Background: an optimization exercise with open tools, aiming at small area. Do not read the settings as production practice.
Where RTL was checked, it was by simulation tests only, not by an equivalence proof against the original.
For run 1, only the layout was checked, not whether the RTL still works.
Power and IR drop assume default switching activity.

==> flow/design.v (outline; a module is shown in full before it is edited, if it fits) <==
// module sine_quarter: 198 lines
// module phase_carry: 226 lines
// module audio_generator_12b_unsigned: 898 lines
// module tone_term: 16 lines
// module mix_fa: 6 lines
module audio_generator_12b_unsigned (Clock, nStart, Select, Out);
  // ...
==> flow/flow/run.sh <==
#!/bin/bash
# Own layout flow: the standard ORFS flow (standard.sh) with these changes.
# Synthesis (a copy of ORFS's synth.tcl, edited below):
#  - the mixer's full adders, module mix_fa in the RTL, are kept as a
#    hierarchy level and each instance becomes one sky130 fa_1 cell
#    (mix_fa has the fa_1 port names and function); Yosys's extract_fa is
#    not run;
#  - ABC maps the rest with the area-oriented script flow/abc_area.script.
#  Registers, flattening and renaming are as in the standard synthesis.
# Layout: the make variable assignments in flow/extra_args.txt (one per
# line) are passed to the standard flow (CTS and port buffer arguments).
# Each tool's output goes to orfs/logs as in the standard flow; make's
# output goes to flow_make.log here.
set -euo pipefail
W=$(pwd)
F=$W/flow
sed -e 's|^\(hierarchy -check -top \$::env(DESIGN_NAME)\)$|\1\nsetattr -mod -set keep_hierarchy 1 mix_fa|' \
    -e 's|^\( *\)extract_fa {\*}\[dont_use_extract_fa_args\]|\1chtype -map mix_fa sky130_fd_sc_hd__fa_1\n\1delete mix_fa|' \
    -e "s|^\( *\)log_cmd abc {\*}\$abc_args|\1log_cmd abc {*}[lreplace \$abc_args 1 1 $F/abc_area.script]|" \
    "$FLOW_HOME/scripts/synth.tcl" > "$W/synth_area.tcl"
grep -q "keep_hierarchy 1 mix_fa" "$W/synth_area.tcl"
grep -q "chtype -map mix_fa sky130_fd_sc_hd__fa_1" "$W/synth_area.tcl"
grep -q "abc_area.script" "$W/synth_area.tcl"
sed -e "s|source \$::env(SCRIPTS_DIR)/synth.tcl|source $W/synth_area.tcl|" "$W/synth_recipe.tcl" > "$W/synth_recipe_area.tcl"
grep -q "synth_area.tcl" "$W/synth_recipe_area.tcl"
sed -e "s|SYNTH_SCRIPT=[^ ]*|SYNTH_SCRIPT=$W/synth_recipe_area.tcl|" "$W/standard.sh" > "$W/standard_area.sh"
grep -q "synth_recipe_area.tcl" "$W/standard_area.sh"
ARGS=()
if [[ -f "$F/extra_args.txt" ]]; then
  while IFS= read -r line; do
    [[ -z "$line" || "$line" == \#* ]] && continue
    ARGS+=("$line")
  done < "$F/extra_args.txt"
fi
bash "$W/standard_area.sh" "${ARGS[@]}" finish > "$W/flow_make.log" 2>&1
==> flow/flow/abc_area.script <==
strash; dch; amap -m -C 2000 -F 3 -A 8; topo
==> flow/flow/extra_args.txt <==
CTS_ARGS=-sink_clustering_enable -repair_clock_nets -dont_use_dummy_load -buf_list sky130_fd_sc_hd__clkbuf_4 -sink_clustering_size 10 -sink_clustering_max_diameter 35
BUFFER_PORTS_ARGS=-buffer_cell sky130_fd_sc_hd__buf_1
==> flow/standard.sh <==
#!/bin/bash
# synth_recipe.tcl (not shown) runs the flow's synth.tcl, then flattens the netlist and writes it again
# the make line also repeats each setting of config.mk as NAME=value (left out here)
make -C /OpenROAD-flow-scripts/flow DESIGN_CONFIG=/design/flow/config.mk WORK_HOME=/design/flow/orfs CLKGATE_MAP_FILE= SYNTH_SCRIPT=/design/flow/synth_recipe.tcl "${@:-finish}"
==> flow/config.mk <==
export PLATFORM = sky130hd
export DESIGN_NAME = audio_generator_12b_unsigned
export DESIGN_NICKNAME = audio_generator_12b_unsigned
export VERILOG_FILES = /design/flow/design.v
export SDC_FILE = /design/flow/constraint.sdc
export NUM_CORES = 8
export LEC_CHECK = 0
export ABC_AREA = 1
export CAP_MARGIN = 10
export CORE_MARGIN = 2
export CORE_UTILIZATION = 40
export SLEW_MARGIN = 10
==> flow/constraint.sdc <==
create_clock -name core_clock -period 20.0 [get_ports {Clock}]
set_input_delay 4.0000 -clock core_clock [delete_from_list [all_inputs] [get_ports {Clock}]]
set_output_delay 4.0000 -clock core_clock [all_outputs]
set_load 0.01 [all_outputs]
==> qor.yml, run 1 <==
pwr:
  combinationalPowerShare: 0.448
  seqPwrFrac: 0.358
  ir_worst_vdd_v: 0.0000840
  internal-power_w: 0.00105
worst_setup_path:
  critPathMaxStageDelay_ps: 580
  crit_slowest_cell: "nor2_1"
  cp.depth: 33
  critical_path_required_ps: 20630
  reg2regPathDepth: 33
  crit_path_start: "Select[4]"
layout:
  sh_seq_area: 0.222
  n_all_inverters: 496
  multi_input_area_share: 0.635
  clock_area_frac: 0.0192
  layout_commonest_cell: "nor2_1"
  numSequentialCells: 261
routing:
  vias_per_cell: 5.97
  top_layer_used: "met5"
  dr_wl_met2_um: 32400
cts:
  cts_setup_buffers: 0
  clock-sinks: 261
  cts_tree: "built"
placement:
  post-place-ws_ps: 6570
die:
  die_x_um: 239
synth:
  yosysMostFrequentCell: "nor2_1"
  syn-instance-count: 3292
  syn_avg_cell_area_sq_um: 6.69
  async_flop_share: 0.00383
  synth-edff-count: 0
run_status:
  status: "timing/DRC/antenna clean"
grt:
  top_usage_layer: "met2"
sta:
  fin_crit_sh: 0.639
==> run 2: changes to the inputs <==
--- a/flow/design.v
+++ b/flow/design.v
@@ -610,18 +610,17 @@
 		d11 <= d11_next;
 		h11 <= h11_next;
 		u11 <= u11_next;
 		j11 <= j11_next;
 	end
 	wire [11:0] op11;
 	wire cr11;
 	tone_term t11 (Select[11], h11, u11, j11, op11, cr11);
-	wire [12:0] opsum, mix;
-	wire [3:0] ncr;
+	wire [12:0] mix;
 	wire m0, m1, m2, m3, m4, m5, m6, m7, m8, m9, m10, m11, m12, m13, m14, m15;
 	wire m16, m17, m18, m19, m20, m21, m22, m23, m24, m25, m26, m27, m28, m29, m30, m31;
 	wire m32, m33, m34, m35, m36, m37, m38, m39, m40, m41, m42, m43, m44, m45, m46, m47;
 	wire m48, m49, m50, m51, m52, m53, m54, m55, m56, m57, m58, m59, m60, m61, m62, m63;
 	wire m64, m65, m66, m67, m68, m69, m70, m71, m72, m73, m74, m75, m76, m77, m78, m79;
 	wire m80, m81, m82, m83, m84, m85, m86, m87, m88, m89, m90, m91, m92, m93, m94, m95;
 	wire m96, m97, m98, m99, m100, m101, m102, m103, m104, m105, m106, m107, m108, m109, m110, m111;
 	wire m112, m113, m114, m115, m116, m117, m118, m119, m120, m121, m122, m123, m124, m125, m126, m127;
@@ -644,17 +643,17 @@
 	wire m384, m385, m386, m387, m388, m389, m390, m391, m392, m393, m394, m395, m396, m397, m398, m399;
 	wire m400, m401, m402, m403, m404, m405, m406, m407, m408, m409, m410, m411, m412, m413, m414, m415;
 	wire m416, m417, m418, m419, m420, m421, m422, m423, m424, m425, m426, m427, m428, m429, m430, m431;
 	wire m432, m433, m434, m435, m436, m437, m438, m439, m440, m441, m442, m443, m444, m445, m446, m447;
 	wire m448, m449, m450, m451, m452, m453, m454, m455, m456, m457, m458, m459, m460, m461, m462, m463;
 	wire m464, m465, m466, m467, m468, m469, m470, m471, m472, m473, m474, m475, m476, m477, m478, m479;
 	wire m480, m481, m482, m483, m484, m485, m486, m487, m488, m489, m490, m491, m492, m493, m494, m495;
 	wire m496, m497, m498, m499, m500, m501, m502, m503, m504, m505, m506, m507, m508, m509, m510, m511;
-	wire m512, m513, m514, m515, m516, m517, m518;
+	wire m512, m513, m514, m515, m516, m517, m518, m519, m520, m521, m522, m523, m524, m525, m526, m527;
 	assign e_next[0] = run & (e[0] ^ 1'b1);
 	assign e_next[1] = run & (e[1] ^ e[0]);
 	assign m0 = e[1] & e[0];
 	assign e_next[2] = run & (e[2] ^ m0);
 	assign m1 = e[2] & m0;
 	assign e_next[3] = run & (e[3] ^ m1);
 	assign m2 = e[3] & m1;
 	assign e_next[4] = run & (e[4] ^ m2);
@@ -1131,198 +1130,187 @@
 	assign m232 = m226 & ~u11 & (&j11);
 	assign m233 = m226 & u11 & (j11 == 6'd1);
 	assign u11_next = run & (u11 ^ (m232 | m233));
 	assign h11_next = run & (h11 ^ m233);
 	mix_fa fa0 (.A(op0[0]), .B(op1[0]), .CIN(op2[0]), .SUM(m234), .COUT(m235));
 	mix_fa fa1 (.A(op3[0]), .B(op4[0]), .CIN(op5[0]), .SUM(m236), .COUT(m237));
 	mix_fa fa2 (.A(op6[0]), .B(op7[0]), .CIN(op8[0]), .SUM(m238), .COUT(m239));
 	mix_fa fa3 (.A(op9[0]), .B(op10[0]), .CIN(op11[0]), .SUM(m240), .COUT(m241));
-	mix_fa fa4 (.A(m234), .B(m236), .CIN(m238), .SUM(m242), .COUT(m243));
-	assign m244 = m240 ^ m242;
-	assign m245 = m240 & m242;
-	mix_fa fa5 (.A(op0[1]), .B(op1[1]), .CIN(op2[1]), .SUM(m246), .COUT(m247));
-	mix_fa fa6 (.A(op3[1]), .B(op4[1]), .CIN(op5[1]), .SUM(m248), .COUT(m249));
-	mix_fa fa7 (.A(op6[1]), .B(op7[1]), .CIN(op8[1]), .SUM(m250), .COUT(m251));
-	mix_fa fa8 (.A(op9[1]), .B(op10[1]), .CIN(op11[1]), .SUM(m252), .COUT(m253));
-	mix_fa fa9 (.A(m235), .B(m237), .CIN(m239), .SUM(m254), .COUT(m255));
-	mix_fa fa10 (.A(m241), .B(m246), .CIN(m248), .SUM(m256), .COUT(m257));
-	mix_fa fa11 (.A(m250), .B(m252), .CIN(m243), .SUM(m258), .COUT(m259));
-	mix_fa fa12 (.A(m254), .B(m256), .CIN(m245), .SUM(m260), .COUT(m261));
-	assign m262 = m258 ^ m260;
-	assign m263 = m258 & m260;
-	mix_fa fa13 (.A(op0[2]), .B(op1[2]), .CIN(op2[2]), .SUM(m264), .COUT(m265));
-	mix_fa fa14 (.A(op3[2]), .B(op4[2]), .CIN(op5[2]), .SUM(m266), .COUT(m267));
-	mix_fa fa15 (.A(op6[2]), .B(op7[2]), .CIN(op8[2]), .SUM(m268), .COUT(m269));
-	mix_fa fa16 (.A(op9[2]), .B(op10[2]), .CIN(op11[2]), .SUM(m270), .COUT(m271));
-	mix_fa fa17 (.A(m247), .B(m249), .CIN(m251), .SUM(m272), .COUT(m273));
-	mix_fa fa18 (.A(m253), .B(m264), .CIN(m266), .SUM(m274), .COUT(m275));
-	mix_fa fa19 (.A(m268), .B(m270), .CIN(m255), .SUM(m276), .COUT(m277));
-	mix_fa fa20 (.A(m257), .B(m272), .CIN(m274), .SUM(m278), .COUT(m279));
-	mix_fa fa21 (.A(m259), .B(m276), .CIN(m278), .SUM(m280), .COUT(m281));
-	mix_fa fa22 (.A(m261), .B(m280), .CIN(m263), .SUM(m282), .COUT(m283));
-	mix_fa fa23 (.A(op0[3]), .B(op1[3]), .CIN(op2[3]), .SUM(m284), .COUT(m285));
-	mix_fa fa24 (.A(op3[3]), .B(op4[3]), .CIN(op5[3]), .SUM(m286), .COUT(m287));
-	mix_fa fa25 (.A(op6[3]), .B(op7[3]), .CIN(op8[3]), .SUM(m288), .COUT(m289));
-	mix_fa fa26 (.A(op9[3]), .B(op10[3]), .CIN(op11[3]), .SUM(m290), .COUT(m291));
-	mix_fa fa27 (.A(m265), .B(m267), .CIN(m269), .SUM(m292), .COUT(m293));
-	mix_fa fa28 (.A(m271), .B(m284), .CIN(m286), .SUM(m294), .COUT(m295));
-	mix_fa fa29 (.A(m288), .B(m290), .CIN(m273), .SUM(m296), .COUT(m297));
-	mix_fa fa30 (.A(m275), .B(m292), .CIN(m294), .SUM(m298), .COUT(m299));
-	mix_fa fa31 (.A(m277), .B(m279), .CIN(m296), .SUM(m300), .COUT(m301));
-	mix_fa fa32 (.A(m298), .B(m281), .CIN(m300), .SUM(m302), .COUT(m303));
-	assign m304 = m302 ^ m283;
-	assign m305 = m302 & m283;
-	mix_fa fa33 (.A(op0[4]), .B(op1[4]), .CIN(op2[4]), .SUM(m306), .COUT(m307));
-	mix_fa fa34 (.A(op3[4]), .B(op4[4]), .CIN(op5[4]), .SUM(m308), .COUT(m309));
-	mix_fa fa35 (.A(op6[4]), .B(op7[4]), .CIN(op8[4]), .SUM(m310), .COUT(m311));
-	mix_fa fa36 (.A(op9[4]), .B(op10[4]), .CIN(op11[4]), .SUM(m312), .COUT(m313));
-	mix_fa fa37 (.A(m285), .B(m287), .CIN(m289), .SUM(m314), .COUT(m315));
-	mix_fa fa38 (.A(m291), .B(m306), .CIN(m308), .SUM(m316), .COUT(m317));
-	mix_fa fa39 (.A(m310), .B(m312), .CIN(m293), .SUM(m318), .COUT(m319));
-	mix_fa fa40 (.A(m295), .B(m314), .CIN(m316), .SUM(m320), .COUT(m321));
-	mix_fa fa41 (.A(m297), .B(m299), .CIN(m318), .SUM(m322), .COUT(m323));
-	mix_fa fa42 (.A(m320), .B(m301), .CIN(m322), .SUM(m324), .COUT(m325));
-	mix_fa fa43 (.A(m303), .B(m324), .CIN(m305), .SUM(m326), .COUT(m327));
-	mix_fa fa44 (.A(op0[5]), .B(op1[5]), .CIN(op2[5]), .SUM(m328), .COUT(m329));
-	mix_fa fa45 (.A(op3[5]), .B(op4[5]), .CIN(op5[5]), .SUM(m330), .COUT(m331));
-	mix_fa fa46 (.A(op6[5]), .B(op7[5]), .CIN(op8[5]), .SUM(m332), .COUT(m333));
-	mix_fa fa47 (.A(op9[5]), .B(op10[5]), .CIN(op11[5]), .SUM(m334), .COUT(m335));
-	mix_fa fa48 (.A(m307), .B(m309), .CIN(m311), .SUM(m336), .COUT(m337));
-	mix_fa fa49 (.A(m313), .B(m328), .CIN(m330), .SUM(m338), .COUT(m339));
-	mix_fa fa50 (.A(m332), .B(m334), .CIN(m315), .SUM(m340), .COUT(m341));
-	mix_fa fa51 (.A(m317), .B(m336), .CIN(m338), .SUM(m342), .COUT(m343));
-	mix_fa fa52 (.A(m319), .B(m321), .CIN(m340), .SUM(m344), .COUT(m345));
-	mix_fa fa53 (.A(m342), .B(m323), .CIN(m344), .SUM(m346), .COUT(m347));
-	mix_fa fa54 (.A(m325), .B(m346), .CIN(m327), .SUM(m348), .COUT(m349));
-	mix_fa fa55 (.A(op0[6]), .B(op1[6]), .CIN(op2[6]), .SUM(m350), .COUT(m351));
-	mix_fa fa56 (.A(op3[6]), .B(op4[6]), .CIN(op5[6]), .SUM(m352), .COUT(m353));
-	mix_fa fa57 (.A(op6[6]), .B(op7[6]), .CIN(op8[6]), .SUM(m354), .COUT(m355));
-	mix_fa fa58 (.A(op9[6]), .B(op10[6]), .CIN(op11[6]), .SUM(m356), .COUT(m357));
-	mix_fa fa59 (.A(m329), .B(m331), .CIN(m333), .SUM(m358), .COUT(m359));
-	mix_fa fa60 (.A(m335), .B(m350), .CIN(m352), .SUM(m360), .COUT(m361));
-	mix_fa fa61 (.A(m354), .B(m356), .CIN(m337), .SUM(m362), .COUT(m363));
-	mix_fa fa62 (.A(m339), .B(m358), .CIN(m360), .SUM(m364), .COUT(m365));
-	mix_fa fa63 (.A(m341), .B(m343), .CIN(m362), .SUM(m366), .COUT(m367));
-	mix_fa fa64 (.A(m364), .B(m345), .CIN(m366), .SUM(m368), .COUT(m369));
-	mix_fa fa65 (.A(m347), .B(m368), .CIN(m349), .SUM(m370), .COUT(m371));
-	mix_fa fa66 (.A(op0[7]), .B(op1[7]), .CIN(op2[7]), .SUM(m372), .COUT(m373));
-	mix_fa fa67 (.A(op3[7]), .B(op4[7]), .CIN(op5[7]), .SUM(m374), .COUT(m375));
-	mix_fa fa68 (.A(op6[7]), .B(op7[7]), .CIN(op8[7]), .SUM(m376), .COUT(m377));
-	mix_fa fa69 (.A(op9[7]), .B(op10[7]), .CIN(op11[7]), .SUM(m378), .COUT(m379));
-	mix_fa fa70 (.A(m351), .B(m353), .CIN(m355), .SUM(m380), .COUT(m381));
-	mix_fa fa71 (.A(m357), .B(m372), .CIN(m374), .SUM(m382), .COUT(m383));
-	mix_fa fa72 (.A(m376), .B(m378), .CIN(m359), .SUM(m384), .COUT(m385));
-	mix_fa fa73 (.A(m361), .B(m380), .CIN(m382), .SUM(m386), .COUT(m387));
-	mix_fa fa74 (.A(m363), .B(m365), .CIN(m384), .SUM(m388), .COUT(m389));
-	mix_fa fa75 (.A(m386), .B(m367), .CIN(m388), .SUM(m390), .COUT(m391));
-	mix_fa fa76 (.A(m369), .B(m390), .CIN(m371), .SUM(m392), .COUT(m393));
-	mix_fa fa77 (.A(op0[8]), .B(op1[8]), .CIN(op2[8]), .SUM(m394), .COUT(m395));
-	mix_fa fa78 (.A(op3[8]), .B(op4[8]), .CIN(op5[8]), .SUM(m396), .COUT(m397));
-	mix_fa fa79 (.A(op6[8]), .B(op7[8]), .CIN(op8[8]), .SUM(m398), .COUT(m399));
-	mix_fa fa80 (.A(op9[8]), .B(op10[8]), .CIN(op11[8]), .SUM(m400), .COUT(m401));
-	mix_fa fa81 (.A(m373), .B(m375), .CIN(m377), .SUM(m402), .COUT(m403));
-	mix_fa fa82 (.A(m379), .B(m394), .CIN(m396), .SUM(m404), .COUT(m405));
-	mix_fa fa83 (.A(m398), .B(m400), .CIN(m381), .SUM(m406), .COUT(m407));
-	mix_fa fa84 (.A(m383), .B(m402), .CIN(m404), .SUM(m408), .COUT(m409));
-	mix_fa fa85 (.A(m385), .B(m387), .CIN(m406), .SUM(m410), .COUT(m411));
-	mix_fa fa86 (.A(m408), .B(m389), .CIN(m410), .SUM(m412), .COUT(m413));
-	mix_fa fa87 (.A(m391), .B(m412), .CIN(m393), .SUM(m414), .COUT(m415));
-	mix_fa fa88 (.A(op0[9]), .B(op1[9]), .CIN(op2[9]), .SUM(m416), .COUT(m417));
-	mix_fa fa89 (.A(op3[9]), .B(op4[9]), .CIN(op5[9]), .SUM(m418), .COUT(m419));
-	mix_fa fa90 (.A(op6[9]), .B(op7[9]), .CIN(op8[9]), .SUM(m420), .COUT(m421));
-	mix_fa fa91 (.A(op9[9]), .B(op10[9]), .CIN(op11[9]), .SUM(m422), .COUT(m423));
-	mix_fa fa92 (.A(m395), .B(m397), .CIN(m399), .SUM(m424), .COUT(m425));
-	mix_fa fa93 (.A(m401), .B(m416), .CIN(m418), .SUM(m426), .COUT(m427));
-	mix_fa fa94 (.A(m420), .B(m422), .CIN(m403), .SUM(m428), .COUT(m429));
-	mix_fa fa95 (.A(m405), .B(m424), .CIN(m426), .SUM(m430), .COUT(m431));
-	mix_fa fa96 (.A(m407), .B(m409), .CIN(m428), .SUM(m432), .COUT(m433));
-	mix_fa fa97 (.A(m430), .B(m411), .CIN(m432), .SUM(m434), .COUT(m435));
-	mix_fa fa98 (.A(m413), .B(m434), .CIN(m415), .SUM(m436), .COUT(m437));
-	mix_fa fa99 (.A(op0[10]), .B(op1[10]), .CIN(op2[10]), .SUM(m438), .COUT(m439));
-	mix_fa fa100 (.A(op3[10]), .B(op4[10]), .CIN(op5[10]), .SUM(m440), .COUT(m441));
-	mix_fa fa101 (.A(op6[10]), .B(op7[10]), .CIN(op8[10]), .SUM(m442), .COUT(m443));
-	mix_fa fa102 (.A(op9[10]), .B(op10[10]), .CIN(op11[10]), .SUM(m444), .COUT(m445));
-	mix_fa fa103 (.A(m417), .B(m419), .CIN(m421), .SUM(m446), .COUT(m447));
-	mix_fa fa104 (.A(m423), .B(m438), .CIN(m440), .SUM(m448), .COUT(m449));
-	mix_fa fa105 (.A(m442), .B(m444), .CIN(m425), .SUM(m450), .COUT(m451));
-	mix_fa fa106 (.A(m427), .B(m446), .CIN(m448), .SUM(m452), .COUT(m453));
-	mix_fa fa107 (.A(m429), .B(m431), .CIN(m450), .SUM(m454), .COUT(m455));
-	mix_fa fa108 (.A(m452), .B(m433), .CIN(m454), .SUM(m456), .COUT(m457));
-	mix_fa fa109 (.A(m435), .B(m456), .CIN(m437), .SUM(m458), .COUT(m459));
-	mix_fa fa110 (.A(op0[11]), .B(op1[11]), .CIN(op2[11]), .SUM(m460), .COUT(m461));
-	mix_fa fa111 (.A(op3[11]), .B(op4[11]), .CIN(op5[11]), .SUM(m462), .COUT(m463));
-	mix_fa fa112 (.A(op6[11]), .B(op7[11]), .CIN(op8[11]), .SUM(m464), .COUT(m465));
-	mix_fa fa113 (.A(op9[11]), .B(op10[11]), .CIN(op11[11]), .SUM(m466), .COUT(m467));
-	mix_fa fa114 (.A(m439), .B(m441), .CIN(m443), .SUM(m468), .COUT(m469));
-	mix_fa fa115 (.A(m445), .B(m460), .CIN(m462), .SUM(m470), .COUT(m471));
-	mix_fa fa116 (.A(m464), .B(m466), .CIN(m447), .SUM(m472), .COUT(m473));
-	mix_fa fa117 (.A(m449), .B(m468), .CIN(m470), .SUM(m474), .COUT(m475));
-	mix_fa fa118 (.A(m451), .B(m453), .CIN(m472), .SUM(m476), .COUT(m477));
-	mix_fa fa119 (.A(m474), .B(m455), .CIN(m476), .SUM(m478), .COUT(m479));
-	mix_fa fa120 (.A(m457), .B(m478), .CIN(m459), .SUM(m480), .COUT(m481));
-	assign m482 = m461 ^ m463 ^ m465;
-	assign m483 = m467 ^ m469 ^ m471;
-	assign m484 = m482 ^ m473 ^ m475;
-	assign m485 = m483 ^ m477 ^ m484;
-	assign m486 = m479 ^ m485 ^ m481;
-	mix_fa fa121 (.A(cr0), .B(cr1), .CIN(cr2), .SUM(m487), .COUT(m488));
-	mix_fa fa122 (.A(cr3), .B(cr4), .CIN(cr5), .SUM(m489), .COUT(m490));
-	mix_fa fa123 (.A(cr6), .B(cr7), .CIN(cr8), .SUM(m491), .COUT(m492));
-	mix_fa fa124 (.A(cr9), .B(cr10), .CIN(cr11), .SUM(m493), .COUT(m494));
-	mix_fa fa125 (.A(m487), .B(m489), .CIN(m491), .SUM(m495), .COUT(m496));
-	assign m497 = m493 ^ m495;
-	assign m498 = m493 & m495;
-	mix_fa fa126 (.A(m488), .B(m490), .CIN(m492), .SUM(m499), .COUT(m500));
-	mix_fa fa127 (.A(m494), .B(m496), .CIN(m499), .SUM(m501), .COUT(m502));
-	assign m503 = m498 ^ m501;
-	assign m504 = m498 & m501;
-	mix_fa fa128 (.A(m500), .B(m502), .CIN(m504), .SUM(m505), .COUT(m506));
-	assign opsum[0] = m244;
-	assign opsum[1] = m262;
-	assign opsum[2] = m282;
-	assign opsum[3] = m304;
-	assign opsum[4] = m326;
-	assign opsum[5] = m348;
-	assign opsum[6] = m370;
-	assign opsum[7] = m392;
-	assign opsum[8] = m414;
-	assign opsum[9] = m436;
-	assign opsum[10] = m458;
-	assign opsum[11] = m480;
-	assign opsum[12] = m486;
-	assign ncr[0] = m497;
-	assign ncr[1] = m503;
-	assign ncr[2] = m505;
-	assign ncr[3] = m506;
-	assign mix[0] = opsum[0] ^ ncr[0];
-	assign m507 = ~opsum[0] & ncr[0];
-	assign mix[1] = opsum[1] ^ ncr[1] ^ m507;
-	assign m508 = (~opsum[1] & ncr[1]) | (~opsum[1] & m507) | (ncr[1] & m507);
-	assign mix[2] = opsum[2] ^ ncr[2] ^ m508;
-	assign m509 = (~opsum[2] & ncr[2]) | (~opsum[2] & m508) | (ncr[2] & m508);
-	assign mix[3] = opsum[3] ^ ncr[3] ^ m509;
-	assign m510 = (~opsum[3] & ncr[3]) | (~opsum[3] & m509) | (ncr[3] & m509);
-	assign mix[4] = opsum[4] ^ m510;
-	assign m511 = ~opsum[4] & m510;
-	assign mix[5] = opsum[5] ^ m511;
-	assign m512 = ~opsum[5] & m511;
-	assign mix[6] = opsum[6] ^ m512;
-	assign m513 = ~opsum[6] & m512;
-	assign mix[7] = opsum[7] ^ m513;
-	assign m514 = ~opsum[7] & m513;
-	assign mix[8] = opsum[8] ^ m514;
-	assign m515 = ~opsum[8] & m514;
-	assign mix[9] = opsum[9] ^ m515;
-	assign m516 = ~opsum[9] & m515;
-	assign mix[10] = opsum[10] ^ m516;
-	assign m517 = ~opsum[10] & m516;
-	assign mix[11] = opsum[11] ^ m517;
-	assign m518 = ~opsum[11] & m517;
-	assign mix[12] = opsum[12] ^ m518;
+	mix_fa fa4 (.A(~cr0), .B(~cr1), .CIN(~cr2), .SUM(m242), .COUT(m243));
+	mix_fa fa5 (.A(~cr3), .B(~cr4), .CIN(~cr5), .SUM(m244), .COUT(m245));
+	mix_fa fa6 (.A(~cr6), .B(~cr7), .CIN(~cr8), .SUM(m246), .COUT(m247));
+	mix_fa fa7 (.A(~cr9), .B(~cr10), .CIN(~cr11), .SUM(m248), .COUT(m249));
+	mix_fa fa8 (.A(m234), .B(m236), .CIN(m238), .SUM(m250), .COUT(m251));
+	mix_fa fa9 (.A(m240), .B(m242), .CIN(m244), .SUM(m252), .COUT(m253));
+	mix_fa fa10 (.A(m246), .B(m248), .CIN(m250), .SUM(m254), .COUT(m255));
+	assign m256 = m252 ^ m254;
+	assign m257 = m252 & m254;
+	mix_fa fa11 (.A(op0[1]), .B(op1[1]), .CIN(op2[1]), .SUM(m258), .COUT(m259));
+	mix_fa fa12 (.A(op3[1]), .B(op4[1]), .CIN(op5[1]), .SUM(m260), .COUT(m261));
+	mix_fa fa13 (.A(op6[1]), .B(op7[1]), .CIN(op8[1]), .SUM(m262), .COUT(m263));
+	mix_fa fa14 (.A(op9[1]), .B(op10[1]), .CIN(op11[1]), .SUM(m264), .COUT(m265));
+	mix_fa fa15 (.A(m235), .B(m237), .CIN(m239), .SUM(m266), .COUT(m267));
+	mix_fa fa16 (.A(m241), .B(m243), .CIN(m245), .SUM(m268), .COUT(m269));
+	mix_fa fa17 (.A(m247), .B(m249), .CIN(m258), .SUM(m270), .COUT(m271));
+	mix_fa fa18 (.A(m260), .B(m262), .CIN(m264), .SUM(m272), .COUT(m273));
+	mix_fa fa19 (.A(m251), .B(m253), .CIN(m266), .SUM(m274), .COUT(m275));
+	mix_fa fa20 (.A(m268), .B(m270), .CIN(m272), .SUM(m276), .COUT(m277));
+	mix_fa fa21 (.A(m255), .B(m274), .CIN(m276), .SUM(m278), .COUT(m279));
+	assign m280 = m257 ^ m278;
+	assign m281 = m257 & m278;
+	assign m282 = ~(op0[2] ^ op1[2]);
+	assign m283 = op0[2] | op1[2];
+	mix_fa fa22 (.A(op2[2]), .B(op3[2]), .CIN(op4[2]), .SUM(m284), .COUT(m285));
+	mix_fa fa23 (.A(op5[2]), .B(op6[2]), .CIN(op7[2]), .SUM(m286), .COUT(m287));
+	mix_fa fa24 (.A(op8[2]), .B(op9[2]), .CIN(op10[2]), .SUM(m288), .COUT(m289));
+	mix_fa fa25 (.A(op11[2]), .B(m259), .CIN(m261), .SUM(m290), .COUT(m291));
+	mix_fa fa26 (.A(m263), .B(m265), .CIN(m282), .SUM(m292), .COUT(m293));
+	mix_fa fa27 (.A(m284), .B(m286), .CIN(m288), .SUM(m294), .COUT(m295));
+	mix_fa fa28 (.A(m267), .B(m269), .CIN(m271), .SUM(m296), .COUT(m297));
+	mix_fa fa29 (.A(m273), .B(m290), .CIN(m292), .SUM(m298), .COUT(m299));
+	mix_fa fa30 (.A(m294), .B(m275), .CIN(m277), .SUM(m300), .COUT(m301));
+	mix_fa fa31 (.A(m296), .B(m298), .CIN(m279), .SUM(m302), .COUT(m303));
+	mix_fa fa32 (.A(m300), .B(m281), .CIN(m302), .SUM(m304), .COUT(m305));
+	mix_fa fa33 (.A(op0[3]), .B(op1[3]), .CIN(op2[3]), .SUM(m306), .COUT(m307));
+	mix_fa fa34 (.A(op3[3]), .B(op4[3]), .CIN(op5[3]), .SUM(m308), .COUT(m309));
+	mix_fa fa35 (.A(op6[3]), .B(op7[3]), .CIN(op8[3]), .SUM(m310), .COUT(m311));
+	mix_fa fa36 (.A(op9[3]), .B(op10[3]), .CIN(op11[3]), .SUM(m312), .COUT(m313));
+	mix_fa fa37 (.A(m283), .B(m285), .CIN(m287), .SUM(m314), .COUT(m315));
+	mix_fa fa38 (.A(m289), .B(m306), .CIN(m308), .SUM(m316), .COUT(m317));
+	mix_fa fa39 (.A(m310), .B(m312), .CIN(m291), .SUM(m318), .COUT(m319));
+	mix_fa fa40 (.A(m293), .B(m295), .CIN(m314), .SUM(m320), .COUT(m321));
+	mix_fa fa41 (.A(m316), .B(m297), .CIN(m299), .SUM(m322), .COUT(m323));
+	mix_fa fa42 (.A(m318), .B(m320), .CIN(m301), .SUM(m324), .COUT(m325));
+	mix_fa fa43 (.A(m322), .B(m303), .CIN(m324), .SUM(m326), .COUT(m327));
+	assign m328 = m305 ^ m326;
+	assign m329 = m305 & m326;
+	assign m330 = ~(op0[4] ^ op1[4]);
+	assign m331 = op0[4] | op1[4];
+	mix_fa fa44 (.A(op2[4]), .B(op3[4]), .CIN(op4[4]), .SUM(m332), .COUT(m333));
+	mix_fa fa45 (.A(op5[4]), .B(op6[4]), .CIN(op7[4]), .SUM(m334), .COUT(m335));
+	mix_fa fa46 (.A(op8[4]), .B(op9[4]), .CIN(op10[4]), .SUM(m336), .COUT(m337));
+	mix_fa fa47 (.A(op11[4]), .B(m307), .CIN(m309), .SUM(m338), .COUT(m339));
+	mix_fa fa48 (.A(m311), .B(m313), .CIN(m330), .SUM(m340), .COUT(m341));
+	mix_fa fa49 (.A(m332), .B(m334), .CIN(m336), .SUM(m342), .COUT(m343));
+	mix_fa fa50 (.A(m315), .B(m317), .CIN(m338), .SUM(m344), .COUT(m345));
+	mix_fa fa51 (.A(m340), .B(m342), .CIN(m319), .SUM(m346), .COUT(m347));
+	mix_fa fa52 (.A(m321), .B(m344), .CIN(m323), .SUM(m348), .COUT(m349));
+	mix_fa fa53 (.A(m346), .B(m325), .CIN(m348), .SUM(m350), .COUT(m351));
+	mix_fa fa54 (.A(m327), .B(m350), .CIN(m329), .SUM(m352), .COUT(m353));
+	assign m354 = ~(op0[5] ^ op1[5]);
+	assign m355 = op0[5] | op1[5];
+	mix_fa fa55 (.A(op2[5]), .B(op3[5]), .CIN(op4[5]), .SUM(m356), .COUT(m357));
+	mix_fa fa56 (.A(op5[5]), .B(op6[5]), .CIN(op7[5]), .SUM(m358), .COUT(m359));
+	mix_fa fa57 (.A(op8[5]), .B(op9[5]), .CIN(op10[5]), .SUM(m360), .COUT(m361));
+	mix_fa fa58 (.A(op11[5]), .B(m331), .CIN(m333), .SUM(m362), .COUT(m363));
+	mix_fa fa59 (.A(m335), .B(m337), .CIN(m354), .SUM(m364), .COUT(m365));
+	mix_fa fa60 (.A(m356), .B(m358), .CIN(m360), .SUM(m366), .COUT(m367));
+	mix_fa fa61 (.A(m339), .B(m341), .CIN(m343), .SUM(m368), .COUT(m369));
+	mix_fa fa62 (.A(m362), .B(m364), .CIN(m366), .SUM(m370), .COUT(m371));
+	mix_fa fa63 (.A(m345), .B(m368), .CIN(m370), .SUM(m372), .COUT(m373));
+	mix_fa fa64 (.A(m347), .B(m372), .CIN(m349), .SUM(m374), .COUT(m375));
+	mix_fa fa65 (.A(m351), .B(m374), .CIN(m353), .SUM(m376), .COUT(m377));
+	assign m378 = ~(op0[6] ^ op1[6]);
+	assign m379 = op0[6] | op1[6];
+	mix_fa fa66 (.A(op2[6]), .B(op3[6]), .CIN(op4[6]), .SUM(m380), .COUT(m381));
+	mix_fa fa67 (.A(op5[6]), .B(op6[6]), .CIN(op7[6]), .SUM(m382), .COUT(m383));
+	mix_fa fa68 (.A(op8[6]), .B(op9[6]), .CIN(op10[6]), .SUM(m384), .COUT(m385));
+	mix_fa fa69 (.A(op11[6]), .B(m355), .CIN(m357), .SUM(m386), .COUT(m387));
+	mix_fa fa70 (.A(m359), .B(m361), .CIN(m378), .SUM(m388), .COUT(m389));
+	mix_fa fa71 (.A(m380), .B(m382), .CIN(m384), .SUM(m390), .COUT(m391));
+	mix_fa fa72 (.A(m363), .B(m365), .CIN(m367), .SUM(m392), .COUT(m393));
+	mix_fa fa73 (.A(m386), .B(m388), .CIN(m390), .SUM(m394), .COUT(m395));
+	mix_fa fa74 (.A(m369), .B(m371), .CIN(m392), .SUM(m396), .COUT(m397));
+	mix_fa fa75 (.A(m394), .B(m373), .CIN(m396), .SUM(m398), .COUT(m399));
+	mix_fa fa76 (.A(m398), .B(m375), .CIN(m377), .SUM(m400), .COUT(m401));
+	assign m402 = ~(op0[7] ^ op1[7]);
+	assign m403 = op0[7] | op1[7];
+	mix_fa fa77 (.A(op2[7]), .B(op3[7]), .CIN(op4[7]), .SUM(m404), .COUT(m405));
+	mix_fa fa78 (.A(op5[7]), .B(op6[7]), .CIN(op7[7]), .SUM(m406), .COUT(m407));
+	mix_fa fa79 (.A(op8[7]), .B(op9[7]), .CIN(op10[7]), .SUM(m408), .COUT(m409));
+	mix_fa fa80 (.A(op11[7]), .B(m379), .CIN(m381), .SUM(m410), .COUT(m411));
+	mix_fa fa81 (.A(m383), .B(m385), .CIN(m402), .SUM(m412), .COUT(m413));
+	mix_fa fa82 (.A(m404), .B(m406), .CIN(m408), .SUM(m414), .COUT(m415));
+	mix_fa fa83 (.A(m387), .B(m389), .CIN(m391), .SUM(m416), .COUT(m417));
+	mix_fa fa84 (.A(m410), .B(m412), .CIN(m414), .SUM(m418), .COUT(m419));
+	mix_fa fa85 (.A(m393), .B(m395), .CIN(m416), .SUM(m420), .COUT(m421));
+	mix_fa fa86 (.A(m418), .B(m397), .CIN(m420), .SUM(m422), .COUT(m423));
+	mix_fa fa87 (.A(m399), .B(m422), .CIN(m401), .SUM(m424), .COUT(m425));
+	assign m426 = ~(op0[8] ^ op1[8]);
+	assign m427 = op0[8] | op1[8];
+	mix_fa fa88 (.A(op2[8]), .B(op3[8]), .CIN(op4[8]), .SUM(m428), .COUT(m429));
+	mix_fa fa89 (.A(op5[8]), .B(op6[8]), .CIN(op7[8]), .SUM(m430), .COUT(m431));
+	mix_fa fa90 (.A(op8[8]), .B(op9[8]), .CIN(op10[8]), .SUM(m432), .COUT(m433));
+	mix_fa fa91 (.A(op11[8]), .B(m403), .CIN(m405), .SUM(m434), .COUT(m435));
+	mix_fa fa92 (.A(m407), .B(m409), .CIN(m426), .SUM(m436), .COUT(m437));
+	mix_fa fa93 (.A(m428), .B(m430), .CIN(m432), .SUM(m438), .COUT(m439));
+	mix_fa fa94 (.A(m411), .B(m413), .CIN(m415), .SUM(m440), .COUT(m441));
+	mix_fa fa95 (.A(m434), .B(m436), .CIN(m438), .SUM(m442), .COUT(m443));
+	mix_fa fa96 (.A(m417), .B(m419), .CIN(m440), .SUM(m444), .COUT(m445));
+	mix_fa fa97 (.A(m442), .B(m421), .CIN(m444), .SUM(m446), .COUT(m447));
+	mix_fa fa98 (.A(m423), .B(m446), .CIN(m425), .SUM(m448), .COUT(m449));
+	assign m450 = ~(op0[9] ^ op1[9]);
+	assign m451 = op0[9] | op1[9];
+	mix_fa fa99 (.A(op2[9]), .B(op3[9]), .CIN(op4[9]), .SUM(m452), .COUT(m453));
+	mix_fa fa100 (.A(op5[9]), .B(op6[9]), .CIN(op7[9]), .SUM(m454), .COUT(m455));
+	mix_fa fa101 (.A(op8[9]), .B(op9[9]), .CIN(op10[9]), .SUM(m456), .COUT(m457));
+	mix_fa fa102 (.A(op11[9]), .B(m427), .CIN(m429), .SUM(m458), .COUT(m459));
+	mix_fa fa103 (.A(m431), .B(m433), .CIN(m450), .SUM(m460), .COUT(m461));
+	mix_fa fa104 (.A(m452), .B(m454), .CIN(m456), .SUM(m462), .COUT(m463));
+	mix_fa fa105 (.A(m435), .B(m437), .CIN(m439), .SUM(m464), .COUT(m465));
+	mix_fa fa106 (.A(m458), .B(m460), .CIN(m462), .SUM(m466), .COUT(m467));
+	mix_fa fa107 (.A(m441), .B(m443), .CIN(m464), .SUM(m468), .COUT(m469));
+	mix_fa fa108 (.A(m466), .B(m445), .CIN(m468), .SUM(m470), .COUT(m471));
+	mix_fa fa109 (.A(m447), .B(m470), .CIN(m449), .SUM(m472), .COUT(m473));
+	assign m474 = ~(op0[10] ^ op1[10]);
+	assign m475 = op0[10] | op1[10];
+	mix_fa fa110 (.A(op2[10]), .B(op3[10]), .CIN(op4[10]), .SUM(m476), .COUT(m477));
+	mix_fa fa111 (.A(op5[10]), .B(op6[10]), .CIN(op7[10]), .SUM(m478), .COUT(m479));
+	mix_fa fa112 (.A(op8[10]), .B(op9[10]), .CIN(op10[10]), .SUM(m480), .COUT(m481));
+	mix_fa fa113 (.A(op11[10]), .B(m451), .CIN(m453), .SUM(m482), .COUT(m483));
+	mix_fa fa114 (.A(m455), .B(m457), .CIN(m474), .SUM(m484), .COUT(m485));
+	mix_fa fa115 (.A(m476), .B(m478), .CIN(m480), .SUM(m486), .COUT(m487));
+	mix_fa fa116 (.A(m459), .B(m461), .CIN(m463), .SUM(m488), .COUT(m489));
+	mix_fa fa117 (.A(m482), .B(m484), .CIN(m486), .SUM(m490), .COUT(m491));
+	mix_fa fa118 (.A(m465), .B(m467), .CIN(m488), .SUM(m492), .COUT(m493));
+	mix_fa fa119 (.A(m490), .B(m469), .CIN(m492), .SUM(m494), .COUT(m495));
+	mix_fa fa120 (.A(m471), .B(m494), .CIN(m473), .SUM(m496), .COUT(m497));
+	assign m498 = ~(op0[11] ^ op1[11]);
+	assign m499 = op0[11] | op1[11];
+	mix_fa fa121 (.A(op2[11]), .B(op3[11]), .CIN(op4[11]), .SUM(m500), .COUT(m501));
+	mix_fa fa122 (.A(op5[11]), .B(op6[11]), .CIN(op7[11]), .SUM(m502), .COUT(m503));
+	mix_fa fa123 (.A(op8[11]), .B(op9[11]), .CIN(op10[11]), .SUM(m504), .COUT(m505));
+	mix_fa fa124 (.A(op11[11]), .B(m475), .CIN(m477), .SUM(m506), .COUT(m507));
+	mix_fa fa125 (.A(m479), .B(m481), .CIN(m498), .SUM(m508), .COUT(m509));
+	mix_fa fa126 (.A(m500), .B(m502), .CIN(m504), .SUM(m510), .COUT(m511));
+	mix_fa fa127 (.A(m483), .B(m485), .CIN(m487), .SUM(m512), .COUT(m513));
+	mix_fa fa128 (.A(m506), .B(m508), .CIN(m510), .SUM(m514), .COUT(m515));
+	mix_fa fa129 (.A(m489), .B(m491), .CIN(m512), .SUM(m516), .COUT(m517));
+	mix_fa fa130 (.A(m514), .B(m493), .CIN(m516), .SUM(m518), .COUT(m519));
+	mix_fa fa131 (.A(m495), .B(m518), .CIN(m497), .SUM(m520), .COUT(m521));
+	assign m522 = ~(m499 ^ m501);
+	assign m523 = m503 ^ m505 ^ m507;
+	assign m524 = m509 ^ m511 ^ m522;
+	assign m525 = m513 ^ m515 ^ m523;
+	assign m526 = m524 ^ m517 ^ m525;
+	assign m527 = m519 ^ m526 ^ m521;
+	assign mix[0] = m256;
+	assign mix[1] = m280;
+	assign mix[2] = m304;
+	assign mix[3] = m328;
+	assign mix[4] = m352;
+	assign mix[5] = m376;
+	assign mix[6] = m400;
+	assign mix[7] = m424;
+	assign mix[8] = m448;
+	assign mix[9] = m472;
+	assign mix[10] = m496;
+	assign mix[11] = m520;
+	assign mix[12] = m527;
 	always @(posedge Clock) Out <= mix[12:1];
 endmodule
 module tone_term (sel, h_in, u_in, j_in, op, cr);
 	input sel, h_in, u_in;
 	input [5:0] j_in;
 	output [11:0] op;
 	output cr;
 	wire h = h_in | !sel;
==> flow/config.mk (replaced) <==
export PLATFORM = sky130hd
export DESIGN_NAME = audio_generator_12b_unsigned
export DESIGN_NICKNAME = audio_generator_12b_unsigned
export VERILOG_FILES = /design/flow/design.v
export SDC_FILE = /design/flow/constraint.sdc
export NUM_CORES = 8
export LEC_CHECK = 0
export ABC_AREA = 1
export CAP_MARGIN = 10
export CORE_MARGIN = 2
export CORE_UTILIZATION = 60
export SLEW_MARGIN = 10
==> qor.yml, run 2 <==
grt:
  grt-ovfl-total: 0
  grt_max_degree: 130
  first_global_vias: 23600
  grt_pass1_wl_um: 118000
  antenna_found_initial: 1
  grt_usage: 0.376
routing:
  wl_per_cell_um: 19.0
  ant_nets: 0
  drtPass1Iterations: 14
  drt-total-wl_um: 73000
  drt_iter0_markers: 3958
  drc_errors: 0
  vias: 25800
  vias_per_cell: 6.74  # +13%
sta:
  setup_tns_ps: 0
  rsz0062_at_grt: "false"
  setup_viol: 0
  fin_worst_skew_ps: 76.9
  finalHoldViolCount: 0
  max_freq_mhz: 74.1
  worstMarginPinSlew_ps: 1120
  finalMaxSlewViolations: 0
  slew_headroom: 0.255
  period_minus_slack_ps: 13490
  fin_crit_sh: 0.674  # +0.0358
placement:
  dp_hpwl_um: 56400
  routabilityCongestion: 1.12
  io_buffers: 25
flow_run:
  maxCapViolations: 0
pwr:
  p_leak_nw: 7.85
  p_total_w: 0.00164
  cellPowerDensity_mw_per_mm2: 71.0
  ir_worst_vdd_v: 0.000102  # +22%
die:
  dieArea_sq_mm: 0.0382
  die_x_um: 195  # -18%
  core-area_sq_mm: 0.0363
  die-height_um: 195
  rows: 70
  io_pins: 26
  start_util: 0.605
run_status:
  status: "timing/DRC/antenna clean"
worst_setup_path:
  cp-end-kind: "flop"
  critPathMaxStageDelay_ps: 640  # +60 ps
  startpoint_type: "input port"
  critical_path_class: "input port to flop"
  critical_path_required_ps: 20670  # +40 ps
  rrSetupSlack_ps: 9350
  crit_fanout: 8
  crit_slowest_cell: "nor3_1"
  cp_common_cell: "fa_1"
  arrival_ps: 14160
cts:
  clk_latency_ps: 790
  clk_path_buf_depth: 3
  cts_setup_buffers: 0  # unchanged
  cts.clk_slew.worst_paths_ps: 100
  postCtsHoldBufs: 0
  cts_buffers: 53
  htree_levels: 2
  cts_resized: 0
  cts_root_buf: "clkbuf_4"
  cts_tree: "built"
  clock-sinks: 261  # unchanged
synth:
  synth_fp_nets: 3424
  syn-instance-count: 3278  # -0.43%
  netlist_area_sq_mm: 0.0220
  ys_types: 49
  synth-edff-count: 0  # unchanged
  yosysTopAreaCellShare: 0.237
  ys_ff_latch: 261
  synth_largest_area_cell: "dfxtp_1"
  netlist_top_cells_area: "dfxtp_1, nor2_1, fa_1"
  synth-warning-count: 1
  synth_sequential_area_ratio: 0.238
  synth_commonest_cells: "nor2_1, clkinv_1, o21ai_0"
  synth-main-ff-cell: "dfxtp_1"
  syn_avg_cell_area_sq_um: 6.71  # +0.28%
  async_flop_share: 0.00383  # unchanged
  yosysMostFrequentCell: "nor2_1"
layout:
  syn_to_final_growth_pct: 5.25
  mostFrequentLayoutCells: "nor2_1, clkinv_1, o21ai_0, nand2_1, dfxtp_1"
  ff_latch_area_sq_mm: 0.00523
  multi_input_area_sq_mm: 0.0149
  fillers: 3195
  drive_above_1_share: 0.0187
  nNetsFinal: 3513
  layout_commonest_cell: "nor2_1"
hold_path:
  min_path_type: "flop to flop"
-- run 2: logic make-up (layout without fill, tap and decap cells) --
group / after synthesis / count (layout) / share of synthesized area
compound gates: 1011 / 1011 / 0.297
xor+xnor: 1 / 1 / 0.000398
fa+ha+maj: 132 / 132 / 0.120
buf+inv: 507 / 594 / 0.0865
flops: 261 / 261 / 0.238
other cells: 1 / 2 / 0.000171
simple gates: 1365 / 1365 / 0.258
-- run 2: cell type report --
type / instances / area share
Timing Repair Buffer: 34 / 0.00697
Inverter: 507 / 0.0825
Sequential cell: 261 / 0.226
Antenna cell: 1 / 0.000108
Multi-Input combinational cell: 2510 / 0.642
Clock buffer: 53 / 0.0172
Tap cell: 468 / 0.0253
-- run 2: path summary, 6_finish.rpt --
check,start,to,cells past startpoint
max,Select[10],Out[11],33
min,d3[6],d3[6],2
max reg2reg,j10[4],Out[11],32
min reg2reg,d3[6],d3[6],2
max in group asynchronous,nStart,run,1
min in group asynchronous,nStart,run,1
-- run 2: through the flow --
stage	instance area (sq um)	util	hold slack, ps	setup slack (ps)	instances
finish	23100	0.637	453	6510	3834
global route	23100	0.637	478	6290	3834
CTS	23100	0.637	458	6910	3833
detailed placement	22700	0.626	445	6090	3780
global placement	22700	0.626	437	6180	3780
floorplan	22000	-	424	7460	3278
-- run 2: worst max-delay path: cells and delay by family --
kind	cells	cell delay, ps
AOI/OAI and AO/OA	9	1740
adders and majority gates	14	6000
buffers and inverters	5	880
and+or+nand+nor	5	1500
-- run 2: report_power, final --
| group | internal (W) | total [W] | switching, W |
|---|---|---|---|
| combinational | 0.000306 | 0.000719 | 0.000413 |
| clock | 0.000119 | 0.000309 | 0.000189 |
| sequential | 0.000586 | 0.000617 | 0.0000311 |
| total | 0.00101 | 0.00164 | 0.000633 |
-- run 2: layer usage --
layer,wire length (um),global-route usage,up-vias
li1,-,-,11800
met1,27200,0.467,11400
met2,32300,0.617,2045
met3,8240,0.0744,569
met4,5200,0.206,0
met5,0,0,-

[what the ideal ports hide]
No port has a modelled driver above. Below, the same layouts with a new extraction and two added sets of constraints.
Step 1: set_driving_cell puts a clkbuf_16 on Clock and a buf_2 on each other input, an assumption about the parent block.
Step 2 moves the port delays by t, midway between the first and last clock arrival at a register: inputs arrive t later, outputs are due t later. That takes back most of the time a late clock gives input paths.
Three values: no drivers, after step 1, after step 2; two values: the first two.
run	t (ns)	setup WS [ns]	worst slew at a driven data input, ns	cell pins on the clock port's net
run 1	0.851	7.226 / 7.255 / 6.405	0.06	1
run 2	0.808	6.510 / 6.539 / 5.731	0.06	1
After both steps setup and hold are still met in every run listed. For run 1, which loses most, drivers alone change the setup slack by +0.029 ns; drivers and shift together by -0.821 ns.
